Source: an optimization exercise on an open RTL-to-GDS flow (aim: small area). Production flows keep margins and buffers that such runs may drop.
Power is estimated from default activity; no workload was simulated.

==> flow/design.v <==
module DFT( output [31:0] real_value,
            output [31:0] imag_value,
            input [7:0] in,
            input clk, rst );
function [22:0] raddl;
  input [21:0] a, b;
  input ci;
  integer i;
  reg c;
  begin
    c = ci;
    for (i = 0; i < 22; i = i + 1) begin
      raddl[i] = a[i] ^ b[i] ^ c;
      c = (a[i] & b[i]) | (a[i] & c) | (b[i] & c);
    end
    raddl[22] = c;
  end
endfunction
function [3:0] raddh0;
  input [3:0] a, b;
  integer i;
  reg c;
  begin
    c = 1'b0;
    for (i = 0; i < 4; i = i + 1) begin
      raddh0[i] = a[i] ^ b[i] ^ c;
      c = (a[i] & b[i]) | (a[i] & c) | (b[i] & c);
    end
  end
endfunction
function [3:0] raddh1;
  input [3:0] a, b;
  integer i;
  reg c;
  begin
    c = 1'b1;
    for (i = 0; i < 4; i = i + 1) begin
      raddh1[i] = a[i] ^ b[i] ^ c;
      c = (a[i] & b[i]) | (a[i] & c) | (b[i] & c);
    end
  end
endfunction
function [25:0] radd;
  input [25:0] a, b;
  input ci;
  reg [22:0] l;
  begin
    l = raddl(a[21:0], b[21:0], ci);
    radd = {l[22] ? raddh1(a[25:22], b[25:22]) : raddh0(a[25:22], b[25:22]), l[21:0]};
  end
endfunction
function [8:0] radd9;
  input [8:0] a, b;
  input ci;
  integer i;
  reg c;
  begin
    c = ci;
    for (i = 0; i < 9; i = i + 1) begin
      radd9[i] = a[i] ^ b[i] ^ c;
      c = (a[i] & b[i]) | (a[i] & c) | (b[i] & c);
    end
  end
endfunction
function [22:0] tab;
  input [2:0] c;
  input [2:0] d;
  begin
    case (c)
      3'd1: case (d) 3'd1: tab = 23'd1048576; 3'd2: tab = 23'd2097152; 3'd3: tab = 23'd3145728; 3'd4: tab = 23'd4194304; default: tab = 23'd0; endcase
      3'd2: case (d) 3'd1: tab = 23'd968758; 3'd2: tab = 23'd1937516; 3'd3: tab = 23'd2906274; 3'd4: tab = 23'd3875032; default: tab = 23'd0; endcase
      3'd3: case (d) 3'd1: tab = 23'd741456; 3'd2: tab = 23'd1482912; 3'd3: tab = 23'd2224368; 3'd4: tab = 23'd2965824; default: tab = 23'd0; endcase
      3'd4: case (d) 3'd1: tab = 23'd741455; 3'd2: tab = 23'd1482910; 3'd3: tab = 23'd2224365; 3'd4: tab = 23'd2965820; default: tab = 23'd0; endcase
      3'd5: case (d) 3'd1: tab = 23'd401272; 3'd2: tab = 23'd802544; 3'd3: tab = 23'd1203816; 3'd4: tab = 23'd1605088; default: tab = 23'd0; endcase
      3'd6: case (d) 3'd1: tab = 23'd401273; 3'd2: tab = 23'd802546; 3'd3: tab = 23'd1203819; 3'd4: tab = 23'd1605092; default: tab = 23'd0; endcase
      default: tab = 23'd0;
    endcase
  end
endfunction
reg [7:0] lo [0:7];    
reg [7:0] hi [0:7];    
reg [4:0] j;           
reg [3:0] k;           
reg ld;                
reg [25:0] accr, acci;
reg [25:0] outr, outi;
wire ldA = ld & ~k[0] & j[4] & j[0];
wire ldB = ld &  k[0] & ~j[4] & ~j[3] & j[0];
wire ldC = ld &  k[0] & ~j[4] &  j[3] & j[0];
wire ldD = ld &  k[0] &  j[4] & j[0];
integer q;
always @(posedge clk) begin
  lo[0] <= ldA ? in : lo[7];
  lo[1] <= ldB ? in : lo[0];
  hi[0] <= ldC ? in : hi[7];
  hi[1] <= ldD ? in : hi[0];
  for (q = 2; q < 8; q = q + 1) begin
    lo[q] <= lo[q-1];
    hi[q] <= hi[q-1];
  end
end
always @(posedge clk) begin
  if (rst) begin
    j <= 5'd16;
    k <= 4'd14;
    ld <= 1'b1;
  end else if (j == 5'd23) begin
    j <= 5'd0;
    k <= k + 4'd1;
    if (k == 4'd15) ld <= 1'b0;
  end else begin
    j <= j + 5'd1;
  end
end
wire [7:0] a = lo[7];
wire [7:0] b = hi[7];
wire kn0 = k[0] ^ (j == 5'd23);    
wire [8:0] un = radd9({a[7], a}, {b[7], b} ^ {9{kn0}}, kn0);
reg [2:0] n;
always @(*) begin
  case (j[2:0])
    3'd0: n = 3'd3;
    3'd1: n = 3'd4;
    3'd2: n = 3'd0;
    3'd3: n = 3'd5;
    3'd4: n = 3'd1;
    3'd5: n = 3'd6;
    3'd6: n = 3'd2;
    3'd7: n = 3'd7;
  endcase
end
reg [3:0] g;
wire [1:0] pn = (j == 5'd23) ? 2'd0 : (j == 5'd7) ? 2'd1 : (j == 5'd15) ? 2'd2 : j[4:3];
always @(*) begin
  case (pn)
    2'd0: g = {un[2:0], 1'b0};
    2'd1: g = un[5:2];
    default: g = un[8:5];
  endcase
end
reg [2:0] dmn;
reg dnn;
always @(*) begin
  case (g)
    4'd0: begin dmn = 3'd0; dnn = 1'b0; end
    4'd1: begin dmn = 3'd1; dnn = 1'b0; end
    4'd2: begin dmn = 3'd1; dnn = 1'b0; end
    4'd3: begin dmn = 3'd2; dnn = 1'b0; end
    4'd4: begin dmn = 3'd2; dnn = 1'b0; end
    4'd5: begin dmn = 3'd3; dnn = 1'b0; end
    4'd6: begin dmn = 3'd3; dnn = 1'b0; end
    4'd7: begin dmn = 3'd4; dnn = 1'b0; end
    4'd8: begin dmn = 3'd4; dnn = 1'b1; end
    4'd9: begin dmn = 3'd3; dnn = 1'b1; end
    4'd10: begin dmn = 3'd3; dnn = 1'b1; end
    4'd11: begin dmn = 3'd2; dnn = 1'b1; end
    4'd12: begin dmn = 3'd2; dnn = 1'b1; end
    4'd13: begin dmn = 3'd1; dnn = 1'b1; end
    4'd14: begin dmn = 3'd1; dnn = 1'b1; end
    4'd15: begin dmn = 3'd0; dnn = 1'b0; end
  endcase
end
reg [2:0] dm;
reg dn;
always @(posedge clk) begin
  dm <= dmn;
  dn <= dnn;
end
wire [4:0] jn = (j == 5'd23) ? 5'd0 : j + 5'd1;
wire [3:0] kk = (j == 5'd23) ? k + 4'd1 : k;
reg [2:0] nn;
always @(*) begin
  case (jn[2:0])
    3'd0: nn = 3'd3;
    3'd1: nn = 3'd4;
    3'd2: nn = 3'd0;
    3'd3: nn = 3'd5;
    3'd4: nn = 3'd1;
    3'd5: nn = 3'd6;
    3'd6: nn = 3'd2;
    3'd7: nn = 3'd7;
  endcase
end
wire [3:0] m = ({4{nn[0]}} & kk) + ({4{nn[1]}} & {kk[2:0], 1'b0}) + ({4{nn[2]}} & {kk[1:0], 2'b00});
wire altc = kk[0] & nn[1];
wire alt_r = altc & (nn[2] == (kk[1] ^ kk[2]));
wire alt_i = altc & (nn[2] != (kk[1] ^ kk[2]));
reg [2:0] rcn, icn;
reg rsn, isn;
always @(*) begin
  case (m)
    4'd0: begin rsn = 1'b0; rcn = 3'd1; isn = 1'b0; icn = 3'd0; end
    4'd1: begin rsn = 1'b0; rcn = 3'd2; isn = 1'b1; icn = (alt_i ? 3'd6 : 3'd5); end
    4'd2: begin rsn = 1'b0; rcn = (alt_r ? 3'd4 : 3'd3); isn = 1'b1; icn = (alt_i ? 3'd4 : 3'd3); end
    4'd3: begin rsn = 1'b0; rcn = (alt_r ? 3'd6 : 3'd5); isn = 1'b1; icn = 3'd2; end
    4'd4: begin rsn = 1'b0; rcn = 3'd0; isn = 1'b1; icn = 3'd1; end
    4'd5: begin rsn = 1'b1; rcn = (alt_r ? 3'd6 : 3'd5); isn = 1'b1; icn = 3'd2; end
    4'd6: begin rsn = 1'b1; rcn = (alt_r ? 3'd4 : 3'd3); isn = 1'b1; icn = (alt_i ? 3'd4 : 3'd3); end
    4'd7: begin rsn = 1'b1; rcn = 3'd2; isn = 1'b1; icn = (alt_i ? 3'd6 : 3'd5); end
    4'd8: begin rsn = 1'b1; rcn = 3'd1; isn = 1'b0; icn = 3'd0; end
    4'd9: begin rsn = 1'b1; rcn = 3'd2; isn = 1'b0; icn = (alt_i ? 3'd6 : 3'd5); end
    4'd10: begin rsn = 1'b1; rcn = (alt_r ? 3'd4 : 3'd3); isn = 1'b0; icn = (alt_i ? 3'd4 : 3'd3); end
    4'd11: begin rsn = 1'b1; rcn = (alt_r ? 3'd6 : 3'd5); isn = 1'b0; icn = 3'd2; end
    4'd12: begin rsn = 1'b0; rcn = 3'd0; isn = 1'b0; icn = 3'd1; end
    4'd13: begin rsn = 1'b0; rcn = (alt_r ? 3'd6 : 3'd5); isn = 1'b0; icn = 3'd2; end
    4'd14: begin rsn = 1'b0; rcn = (alt_r ? 3'd4 : 3'd3); isn = 1'b0; icn = (alt_i ? 3'd4 : 3'd3); end
    4'd15: begin rsn = 1'b0; rcn = 3'd2; isn = 1'b0; icn = (alt_i ? 3'd6 : 3'd5); end
  endcase
end
reg [2:0] rc, ic;
reg rs, is;
always @(posedge clk) begin
  rc <= rcn; rs <= rsn; ic <= icn; is <= isn;
end
wire [22:0] mr = tab(rc, dm);
wire [22:0] mi = tab(ic, dm);
wire nr = dn ^ rs;
wire ni = dn ^ is;
wire first = (j == 5'd0);
wire shift = (j == 5'd8) | (j == 5'd16);
wire [25:0] br = first ? 26'd0  : shift ? {{3{accr[25]}}, accr[25:3]} : accr;
wire [25:0] bi = first ? 26'd63 : shift ? {{3{acci[25]}}, acci[25:3]} : acci;
wire [25:0] sr = radd(br, {3'd0, mr} ^ {26{nr}}, nr);
wire [25:0] si = radd(bi, {3'd0, mi} ^ {26{ni}}, ni);
always @(posedge clk) begin
  accr <= sr;
  acci <= si;
  if (j == 5'd23) begin
    outr <= sr[25:0];
    outi <= si[25:0];
  end
end
assign real_value = {{3{outr[25]}}, outr, 3'b000};
assign imag_value = {{3{outi[25]}}, outi, 3'b000};
endmodule
Settings: LEC_CHECK=0, ABC_AREA=1, CAP_MARGIN=20, CORE_MARGIN=2, CORE_UTILIZATION=60, CTS_CLUSTER_DIAMETER=80, CTS_CLUSTER_SIZE=24, SLEW_MARGIN=20; clock period 12.0 ns.
standard.sh (not shown) runs the stock make flow with config.mk's settings and CLKGATE_MAP_FILE= SYNTH_SCRIPT=/design/flow/synth_recipe.tcl, a recipe that flattens the netlist after the stock synthesis.
==> flow/flow/run.sh <==
#!/bin/bash
# The standard layout, with the port buffers made from the smallest buffer cell.
set -euo pipefail
export BUFFER_PORTS_ARGS="-buffer_cell sky130_fd_sc_hd__buf_1"
bash standard.sh > standard.log 2>&1
Rerun with:
--- a/flow/design.v
+++ b/flow/design.v
@@ -2,39 +2,39 @@
             output [31:0] imag_value,
             input [7:0] in,
             input clk, rst );
-function [22:0] raddl;
-  input [21:0] a, b;
+function [20:0] raddl;
+  input [19:0] a, b;
   input ci;
   integer i;
   reg c;
   begin
     c = ci;
-    for (i = 0; i < 22; i = i + 1) begin
+    for (i = 0; i < 20; i = i + 1) begin
       raddl[i] = a[i] ^ b[i] ^ c;
       c = (a[i] & b[i]) | (a[i] & c) | (b[i] & c);
     end
-    raddl[22] = c;
-  end
-endfunction
-function [3:0] raddh0;
-  input [3:0] a, b;
+    raddl[20] = c;
+  end
+endfunction
+function [5:0] raddh0;
+  input [5:0] a, b;
   integer i;
   reg c;
   begin
     c = 1'b0;
-    for (i = 0; i < 4; i = i + 1) begin
+    for (i = 0; i < 6; i = i + 1) begin
       raddh0[i] = a[i] ^ b[i] ^ c;
       c = (a[i] & b[i]) | (a[i] & c) | (b[i] & c);
     end
   end
 endfunction
-function [3:0] raddh1;
-  input [3:0] a, b;
+function [5:0] raddh1;
+  input [5:0] a, b;
   integer i;
   reg c;
   begin
     c = 1'b1;
-    for (i = 0; i < 4; i = i + 1) begin
+    for (i = 0; i < 6; i = i + 1) begin
       raddh1[i] = a[i] ^ b[i] ^ c;
       c = (a[i] & b[i]) | (a[i] & c) | (b[i] & c);
     end
@@ -43,10 +43,10 @@
 function [25:0] radd;
   input [25:0] a, b;
   input ci;
-  reg [22:0] l;
-  begin
-    l = raddl(a[21:0], b[21:0], ci);
-    radd = {l[22] ? raddh1(a[25:22], b[25:22]) : raddh0(a[25:22], b[25:22]), l[21:0]};
+  reg [20:0] l;
+  begin
+    l = raddl(a[19:0], b[19:0], ci);
+    radd = {l[20] ? raddh1(a[25:20], b[25:20]) : raddh0(a[25:20], b[25:20]), l[19:0]};
   end
 endfunction
 function [8:0] radd9;
What happened: The new run completed with no timing, DRC or antenna violations; setup slack improved by 0.86 ns; clock-buffer cell count rose by 4; routed wire length drops by 2.7%; area after synthesis increases by 1.1%; final area came out higher by 0.79%; sequential share of layout area decreases by 0.38 points; worst hold slack improved by 0.0059 ns; non-clock buffer count shrinks by 2; first-iteration DRC count rises by 3.3%; sequential power stays flat.
No run of this note included a check of the RTL's function; only the layout flow was run.

[what the ideal ports hide]
The flow's constraints put no driver on any port. The routed layouts listed below were extracted and timed again, unchanged, in two steps.
Step 1: set_driving_cell puts a clkbuf_16 on clk and a buf_2 on each other input, an assumption about the parent block.
Step 2 moves the port delays by t, midway between the first and last clock arrival at a register: inputs arrive t later, outputs are due t later. That takes back most of the time a late clock gives input paths.
a / b / c = ideal / step 1 / step 2; a / b = the first two.
| run | t, ns | slack for setup (ns) | worst setup path after step 2 | worst register clock-pin slew, ns | worst slew at a driven data input, ns |
|---|---|---|---|---|---|
| the first run | 0.528 | 0.612 / 0.612 / 0.612 | register to register | 0.09 / 0.09 | 0.04 |
| the second run | 0.515 | 1.471 / 1.471 / 1.471 | register to register | 0.09 / 0.09 | 0.04 |
After both steps every run listed still meets setup and hold.
